Source: an optimization exercise on an open RTL-to-GDS flow (aim: small area). Production flows keep margins and buffers that such runs may drop. RTL that was checked went through simulation tests only; none was proved equivalent to the original. The flow treats the clock pin as an ideal source. Dropping or thinning the clock tree relies on that and would not hold on a real chip. Power is estimated from default activity; no workload was simulated.

run 1:
## FIR
module FIR(
	input				clk,
	input				rst_n,
	input				clk_en,
	input  [15:0]	filter_in,
	output [15:0]	filter_out
);
Size in the first run: about 1100 cells after synthesis, ~210 flip-flops, about 0.014 sq mm of cells after synthesis.
Settings: LEC_CHECK=0, CAP_MARGIN=20, CORE_MARGIN=2, CORE_UTILIZATION=40, CTS_CLUSTER_DIAMETER=100, CTS_CLUSTER_SIZE=30, SLEW_MARGIN=20, SYNTH_HIERARCHICAL=1; clock period 6.0 ns.
run.sh (not shown) runs the stock make flow with config.mk's settings and CLKGATE_MAP_FILE= SYNTH_SCRIPT=/design/flow/synth_recipe.tcl, a recipe that flattens the netlist after the stock synthesis.
The following lists how run 2 was set up differently from run 1:
Settings: GPL_TIMING_DRIVEN newly set to 0; CORE_UTILIZATION changed from 40 to 65; CTS_CLUSTER_DIAMETER removed (was 100); CTS_CLUSTER_SIZE removed (was 30).
Notes after the runs:
Count of clock-buffer cells in the layout: run 2 vs run 1 up 21. Measured against run 1, the final routed wire length divided by cell count of run 2 comes out at 1.08 times the reference value. Diff run 1 -> run 2: wire length of the first global-routing pass -about 2.6%; worst slew slack as a fraction of its limit -9.2 points. Delta (run 2 minus run 1): setup slack of the worst register-to-register path went down; wire length on met1 has decreased; overall track demand over capacity in global routing went up 10 points; final wirelength fell 690 um; time the worst path needs with I/O delays and setup shows an increase of 84 ps. For buffer share of cell area, run 1 and run 2 come out practically identical. Run 2 does worse than run 1 on via count. The top contributor to total power comes out the clock network in one run and registers in the other, namely in run 2 and run 1 respectively.
Modified inputs, run 3 compared to run 2
Settings: GPL_TIMING_DRIVEN removed (was 0); CORE_UTILIZATION changed from 65 to 40.
[summary]
| leakage power | run 2 vs run 3 | ≈ equal |
Part of the cycle the worst path needs for run 3: 1.7 points down relative to run 2
Largest power group: registers -> run 3, the clock network -> run 2
Going from run 2 to run 3, the worst setup slack was found to have gone up by 99 ps.
Max non-clock buffer count across run 3 and run 2: run 3
On hold slack: run 3 sits above run 2.
Taking run 2 as the reference, in run 3 amount of wire on met2 after detailed routing moved down; area growth from synthesis to final layout increased by 0.81 points relative to the old numbers; clock buffer count now sits lower; total negative setup slack about even.
Side by side, largest stage delay on the critical path turned out higher in run 3 than in run 2.
Measured against each other, run 3 and run 2 differ in switching share of power, the higher figure coming from run 3.
No run of this note included a check of the RTL's function; only the layout flow was run.

========
== 01-11 ==
Another version of the RTL of FIR (not shown whole).
Size in the first run: about 180 flip-flops, ~35 I/O pins, ~12000 sq um of cells after synthesis.
Design FIR, start of the top module:
module FIR(
	input				clk,
	input				rst_n,
	input				clk_en,
	input  [15:0]	filter_in,
	output [15:0]	filter_out
);
reg [15:0] d0, d1, d2, d3, d4, d5, d6, d7, d8, d9;
reg [15:0] out;
reg clr;    
always @(posedge clk or negedge rst_n) begin
	if (!rst_n) clr <= 1'b1;
	else        clr <= 1'b0;
end
wire ld   = clk_en & ~clr;
wire hold = ~clk_en & ~clr;
wire nld  = ~ld;
wire s1, c2; ha us1 (.a(d1[0]), .b(d9[0]), .s(s1), .co(c2));
wire s3, c4; ha us3 (.a(d1[1]), .b(d9[1]), .s(s3), .co(c4));
wire s5, c6; ha us5 (.a(d1[2]), .b(d9[2]), .s(s5), .co(c6));
wire s7, c8; ha us7 (.a(d1[3]), .b(d9[3]), .s(s7), .co(c8));
wire s9, c10; ha us9 (.a(d1[4]), .b(d9[4]), .s(s9), .co(c10));
wire s11, c12; ha us11 (.a(d1[5]), .b(d9[5]), .s(s11), .co(c12));
wire s13, c14; ha us13 (.a(d1[6]), .b(d9[6]), .s(s13), .co(c14));
wire s15, c16; ha us15 (.a(d1[7]), .b(d9[7]), .s(s15), .co(c16));
  ...
clock: 6.0 ns
lec_check: 0
cap_margin: 20
core_margin: 2
core_utilization: 50
hold_slack_margin: 0.1
slew_margin: 20
synth_hierarchical: 1
standard.sh (not shown) runs the stock make flow with config.mk's settings and CLKGATE_MAP_FILE= SYNTH_SCRIPT=/design/flow/synth_recipe.tcl, a recipe that flattens the netlist after the stock synthesis.
==> flow/flow/run.sh <==
#!/bin/bash
# Layout: the standard ORFS flow (standard.sh), with these changes passed to ORFS
# through its own variables and step hooks:
#  - the ports are buffered with the smallest buffer (buf_1) instead of the flow's default;
#  - clock tree synthesis uses clkbuf_8 buffers and inserts no dummy loads;
#  - useful skew: the output registers out[*] are clocked from the root of the clock tree
#    through a chain of delay cells (flow/skew_cts.tcl, after clock tree synthesis), which
#    gives the paths from the delay line into them more time; before clock tree synthesis
#    the same skew is given to the timing-driven steps as ideal clock latency
#    (flow/skew_pre.tcl).  The paths from out[*] to the ports have ample slack.
# The full output of the flow goes to flow.log in this folder; ORFS keeps each step's log
# under orfs/logs/.
set -euo pipefail
HERE=$(pwd)
export BUFFER_PORTS_ARGS="-buffer_cell sky130_fd_sc_hd__buf_1"
export CTS_ARGS="-sink_clustering_enable -repair_clock_nets -buf_list sky130_fd_sc_hd__clkbuf_8 -dont_use_dummy_load"
export SKEW_CHAIN="dlygate4sd3_1 dlygate4sd3_1 dlygate4sd1_1 dlygate4sd1_1 clkbuf_8"
export SKEW_SEL_NDLY=1
export SKEW_IDEAL_NS=1.65
export PRE_FLOORPLAN_TCL=$HERE/flow/skew_pre.tcl
export POST_CTS_TCL=$HERE/flow/skew_cts.tcl
export SKIP_CTS_REPAIR_TIMING=1
bash standard.sh > flow.log 2>&1
==> flow/flow/skew_cts.tcl <==
# Hook after clock tree synthesis: clock the output registers out[*] through a chain of delay
# cells from the root of the clock tree, so the long path from the delay line into them gets
# more time (useful skew between registers; the paths from out[*] to the ports have room).
# Then legalize and repair timing as the CTS step would.
set block [ord::get_db_block]
set db [ord::get_db]
set flops {}
foreach inst [$block getInsts] {
  if { [string match "out*" [$inst getName]] && [string match "sky130_fd_sc_hd__df*" [[$inst getMaster] getName]] } {
    lappend flops $inst
  }
}
puts "skew: [llength $flops] output registers"
set pins {}
foreach f $flops { lappend pins [get_pins -of_objects [get_cells [$f getName]] -filter "name == CLK"] }
unset_clock_latency $pins
set root [$block findInst clkbuf_0_clk]
set prev [[$root findITerm X] getNet]
set cx 0
set cy 0
foreach f $flops {
  set loc [$f getLocation]
  set cx [expr {$cx + [lindex $loc 0]}]
  set cy [expr {$cy + [lindex $loc 1]}]
}
set cx [expr {int($cx / [llength $flops])}]
set cy [expr {int($cy / [llength $flops])}]
set chain {}
foreach c $::env(SKEW_CHAIN) { lappend chain sky130_fd_sc_hd__$c }
set i 0
foreach mname $chain {
  set inst [odb::dbInst_create $block [$db findMaster $mname] "skew_cell$i"]
  set net [odb::dbNet_create $block "skew_clk$i"]
  $net setSigType CLOCK
  [$inst findITerm A] connect $prev
  [$inst findITerm X] connect $net
  $inst setLocation $cx $cy
  $inst setPlacementStatus PLACED
  set prev $net
  incr i
}
set oldnets {}
foreach f $flops {
  set it [$f findITerm CLK]
  lappend oldnets [$it getNet]
  $it disconnect
  $it connect $prev
}
# clock buffers left without loads are removed
foreach n [lsort -unique $oldnets] {
  set nloads 0
  foreach it [$n getITerms] {
    if { [$it isInputSignal] } { incr nloads }
  }
  if { $nloads == 0 } {
    set drv [$n getFirstOutput]
    if { $drv != "NULL" } {
      set bi [$drv getInst]
      puts "skew: removing clock buffer [$bi getName] left without loads"
      odb::dbInst_destroy $bi
    }
    odb::dbNet_destroy $n
  }
}
# The select signals of the output registers' multiplexers (ld_o, hold_o) come from the
# clk_en input and the clr register, which are timed on the normal clock: delay each of
# them once, at its driver, instead of leaving the hold repair to pad every load.
foreach nname {ld_o hold_o} {
  set net [$block findNet $nname]
  if { $net == "NULL" } { continue }
  set loads {}
  foreach it [$net getITerms] {
    if { [$it isInputSignal] } { lappend loads $it }
  }
  set prev $net
  for {set k 0} {$k < $::env(SKEW_SEL_NDLY)} {incr k} {
    set inst [odb::dbInst_create $block [$db findMaster sky130_fd_sc_hd__dlygate4sd3_1] "skewsel_${nname}_c$k"]
    set n2 [odb::dbNet_create $block "skewsel_${nname}_n$k"]
    [$inst findITerm A] connect $prev
    [$inst findITerm X] connect $n2
    set drv [$net getFirstOutput]
    set loc [[$drv getInst] getLocation]
    $inst setLocation [lindex $loc 0] [lindex $loc 1]
    $inst setPlacementStatus PLACED
    set prev $n2
  }
  foreach it $loads {
    $it disconnect
    $it connect $prev
  }
}
global_connect
set_placement_padding -global \
  -left $::env(CELL_PAD_IN_SITES_DETAIL_PLACEMENT) \
  -right $::env(CELL_PAD_IN_SITES_DETAIL_PLACEMENT)
detailed_placement
estimate_parasitics -placement
report_clock_skew
report_checks -path_delay min -format end -group_path_count 60 -endpoint_path_count 1
report_checks -path_delay min -through [get_pins -of_objects [get_cells out*] -filter "name == D"] -format full -group_path_count 1
repair_timing_helper
detailed_placement
check_placement -verbose
report_checks -path_delay max -format end -group_path_count 3
report_checks -path_delay min -format end -group_path_count 3
==> flow/flow/skew_pre.tcl <==
# Hook before floorplanning: the output registers will be clocked late (see skew_cts.tcl);
# tell the timing-driven steps before clock tree synthesis about it as ideal clock latency.
set skew_pins {}
foreach inst [get_cells *] {
  set ref [get_property $inst ref_name]
  if { [string match "out*" [get_property $inst name]] && [string match "sky130_fd_sc_hd__df*" $ref] } {
    lappend skew_pins [get_pins -of_objects $inst -filter "name == CLK"]
  }
}
puts "skew: [llength $skew_pins] output registers get ideal clock latency $::env(SKEW_IDEAL_NS) ns"
set_clock_latency $::env(SKEW_IDEAL_NS) $skew_pins
> inputs changed (01-11 -> 03-01)
Settings: changing CORE_UTILIZATION from 50 to 40; removing HOLD_SLACK_MARGIN (formerly 0.1).
--- a/flow/flow/run.sh
+++ b/flow/flow/run.sh
@@ -16,5 +16,5 @@
 export CTS_ARGS="-sink_clustering_enable -repair_clock_nets -buf_list sky130_fd_sc_hd__clkbuf_8 -dont_use_dummy_load"
-export SKEW_CHAIN="dlygate4sd3_1 dlygate4sd3_1 dlygate4sd1_1 dlygate4sd1_1 clkbuf_8"
-export SKEW_SEL_NDLY=1
-export SKEW_IDEAL_NS=1.65
+export SKEW_CHAIN="dlygate4sd3_1 dlygate4sd3_1 dlygate4sd3_1 dlygate4sd1_1 clkbuf_8"
+export SKEW_SEL_NDLY=2
+export SKEW_IDEAL_NS=2.0
 export PRE_FLOORPLAN_TCL=$HERE/flow/skew_pre.tcl
==> notes.md <==
03-01 finished all stages; however, its layout fails the closing checks, the failures being negative hold slack. The lower ratio of final minimum period to clock period came out of 03-01. Power delta (03-01 -> 01-11): insignificant. Sort 03-01 and 01-11 by area growth from synthesis to layout, descending, and 03-01 comes first. Where final routed wirelength across all metal layers is concerned, 01-11 is outperformed by 03-01. 03-01 against 01-11: first-pass GRT wire length about even, global-route usage over all layers moved down, number of enable-type register cells in the synthesized netlist was more or less identical, clock skew went up by 0.40 ns, share of the core filled with cells went down by 11 points. Max-slew headroom at the worst pin (higher): 03-01.
No run of this note included a check of the RTL's function; only the layout flow was run.

========
== build 40 ==
Another version of the RTL of FIR (not shown whole).
For scale: ~1,000 cells after synthesis, about 180 flip-flops, roughly 35 I/O pins, roughly 0.012 mm² of cells after synthesis.
// FIR
module FIR(
	input				clk,
	input				rst_n,
	input				clk_en,
	input  [15:0]	filter_in,
	output [15:0]	filter_out
);
clock: 6.0 ns
lec_check: 0
cap_margin: 20
core_margin: 2
core_utilization: 50
hold_slack_margin: 0.1
slew_margin: 20
synth_hierarchical: 1
==> flow/flow/run.sh <==
#!/bin/bash
# Layout: the standard ORFS flow (standard.sh), with these changes passed to ORFS
# through its own variables and step hooks:
#  - the ports are buffered with the smallest buffer (buf_1) instead of the flow's default;
#  - clock tree synthesis uses clkbuf_8 buffers and inserts no dummy loads;
#  - useful skew: the output registers out[*] are clocked from the root of the clock tree
#    through a chain of delay cells (flow/skew_cts.tcl, after clock tree synthesis), which
#    gives the paths from the delay line into them more time; before clock tree synthesis
#    the same skew is given to the timing-driven steps as ideal clock latency
#    (flow/skew_pre.tcl).  The paths from out[*] to the ports have ample slack.
# The full output of the flow goes to flow.log in this folder; ORFS keeps each step's log
# under orfs/logs/.
set -euo pipefail
HERE=$(pwd)
export BUFFER_PORTS_ARGS="-buffer_cell sky130_fd_sc_hd__buf_1"
export CTS_ARGS="-sink_clustering_enable -repair_clock_nets -buf_list sky130_fd_sc_hd__clkbuf_8 -dont_use_dummy_load"
export SKEW_CHAIN="dlygate4sd3_1 dlygate4sd3_1 dlygate4sd1_1 dlygate4sd1_1 clkbuf_8"
export SKEW_SEL_NDLY=1
export SKEW_IDEAL_NS=1.65
export PRE_FLOORPLAN_TCL=$HERE/flow/skew_pre.tcl
export POST_CTS_TCL=$HERE/flow/skew_cts.tcl
export SKIP_CTS_REPAIR_TIMING=1
bash standard.sh > flow.log 2>&1
Scripts as last shown in full above: flow/flow/skew_cts.tcl, flow/flow/skew_pre.tcl
Build 40 completed; timing, DRC and antenna clean
The inputs of build 57 differ from those of build 40 as listed below.
--- a/flow/flow/run.sh
+++ b/flow/flow/run.sh
@@ -15,7 +15,7 @@
 export BUFFER_PORTS_ARGS="-buffer_cell sky130_fd_sc_hd__buf_1"
 export CTS_ARGS="-sink_clustering_enable -repair_clock_nets -buf_list sky130_fd_sc_hd__clkbuf_8 -dont_use_dummy_load"
-export SKEW_CHAIN="dlygate4sd3_1 dlygate4sd3_1 dlygate4sd1_1 dlygate4sd1_1 clkbuf_8"
+export SKEW_CHAIN="dlygate4sd3_1 dlygate4sd3_1 dlygate4sd1_1 clkbuf_8"
 export SKEW_SEL_NDLY=1
-export SKEW_IDEAL_NS=1.65
+export SKEW_IDEAL_NS=1.4
 export PRE_FLOORPLAN_TCL=$HERE/flow/skew_pre.tcl
 export POST_CTS_TCL=$HERE/flow/skew_cts.tcl
## What came out
The final layout from build 57, which completed every stage, passed the timing, DRC and antenna checks at the end of the flow. Build 40 completed every stage of the flow, and the final layout passed the timing, DRC and antenna checks. Between build 57 and build 40, the proportion of cell area occupied by registers does not differ in any meaningful way. Re worst clock skew: build 40 and build 57 aren't equal, and the higher value belongs to build 40. Build 57 against build 40: relative area change from synthesis to final layout down 0.54 points; count of nets after finishing down about 0.36%; clock power down about 3.7%.
The inputs of build 59 differ from those of build 57 as listed below.
--- a/flow/flow/run.sh
+++ b/flow/flow/run.sh
@@ -15,7 +15,7 @@
 export BUFFER_PORTS_ARGS="-buffer_cell sky130_fd_sc_hd__buf_1"
 export CTS_ARGS="-sink_clustering_enable -repair_clock_nets -buf_list sky130_fd_sc_hd__clkbuf_8 -dont_use_dummy_load"
-export SKEW_CHAIN="dlygate4sd3_1 dlygate4sd3_1 dlygate4sd1_1 clkbuf_8"
+export SKEW_CHAIN="dlygate4sd3_1 dlygate4sd3_1 dlygate4sd3_1 clkbuf_8"
 export SKEW_SEL_NDLY=1
-export SKEW_IDEAL_NS=1.4
+export SKEW_IDEAL_NS=1.75
 export PRE_FLOORPLAN_TCL=$HERE/flow/skew_pre.tcl
 export POST_CTS_TCL=$HERE/flow/skew_cts.tcl
Results
Both conditions hold for build 59: the flow ran to the end and the final layout passed the timing, DRC and antenna checks. Worst slack after detailed placement improves in build 59 relative to build 57. Min utilization across build 59 and build 57: build 57. Largest net degree at the start of global routing up 1 in build 59 wrt build 57.
--- input diff build 59..build 92 ---
--- a/flow/flow/run.sh
+++ b/flow/flow/run.sh
@@ -15,7 +15,7 @@
 export BUFFER_PORTS_ARGS="-buffer_cell sky130_fd_sc_hd__buf_1"
 export CTS_ARGS="-sink_clustering_enable -repair_clock_nets -buf_list sky130_fd_sc_hd__clkbuf_8 -dont_use_dummy_load"
-export SKEW_CHAIN="dlygate4sd3_1 dlygate4sd3_1 dlygate4sd3_1 clkbuf_8"
+export SKEW_CHAIN="dlygate4sd3_1 dlygate4sd3_1 dlygate4sd3_1 dlygate4sd1_1 clkbuf_8"
 export SKEW_SEL_NDLY=1
-export SKEW_IDEAL_NS=1.75
+export SKEW_IDEAL_NS=2.0
 export PRE_FLOORPLAN_TCL=$HERE/flow/skew_pre.tcl
 export POST_CTS_TCL=$HERE/flow/skew_cts.tcl
Timing, DRC, antenna: 0 failures across build 92 and build 59
Summary of build 92 over build 59: total negative setup slack level, critical path depth moved down, worst-case register-to-register setup slack moved down.
Build 92 vs build 59 — post-route non-filler standard cell count rose 30.

port drivers added, routing unchanged:
No port has a modelled driver above. Below, the same layouts with a new extraction and two added sets of constraints.
Step 1 sets driving cells, clkbuf_16 on the clock port and buf_2 on the other inputs (assumed; they add their load-dependent delay and slew).
Step 2, shift: input delay + t, output delay - t, t = (earliest + latest rising clock arrival at the registers) / 2. This alone moves slack from input paths to output paths.
Slacks: ideal / step 1 / step 2; pairs: ideal / step 1.
run | t (ns) | setup WS [ns] | worst hold slack (ns) | worst setup path at the end | latest minus earliest clock arrival (ns) | worst register clock-pin slew, ns
run 1 | 0.536 | 0.647 / 0.647 / 0.647 | 0.479 / 0.479 / 0.479 | register to register | 0.028 / 0.028 | 0.11 / 0.11
run 2 | 0.561 | 0.563 / 0.563 / 0.563 | 0.468 / 0.468 / 0.468 | register to register | 0.013 / 0.013 | 0.06 / 0.06
run 3 | 0.577 | 0.662 / 0.662 / 0.662 | 0.473 / 0.473 / 0.473 | register to register | 0.012 / 0.011 | 0.06 / 0.06
01-11 | 1.244 | 0.252 / 0.252 / 0.252 | 0.192 / 0.192 / 0.192 | register to register | 1.516 / 1.516 | 0.11 / 0.11
03-01 | 1.426 | 0.326 / 0.326 / 0.326 | -0.101 / -0.101 / -0.101 | register to register | 1.918 / 1.918 | 0.10 / 0.10
build 40 | 1.235 | 0.428 / 0.428 / 0.428 | 0.184 / 0.184 / 0.184 | register to register | 1.552 / 1.552 | 0.11 / 0.11
build 57 | 1.139 | 0.297 / 0.297 / 0.297 | 0.119 / 0.119 / 0.119 | register to register | 1.343 / 1.343 | 0.11 / 0.11
build 59 | 1.319 | 0.445 / 0.445 / 0.445 | 0.111 / 0.111 / 0.111 | register to register | 1.711 / 1.711 | 0.11 / 0.11
build 92 | 1.409 | 0.384 / 0.384 / 0.384 | 0.117 / 0.117 / 0.117 | register to register | 1.896 / 1.897 | 0.11 / 0.11
Clock arrivals are far apart in 6 of these runs, so t is only a midpoint there and step 2 fits no single register.
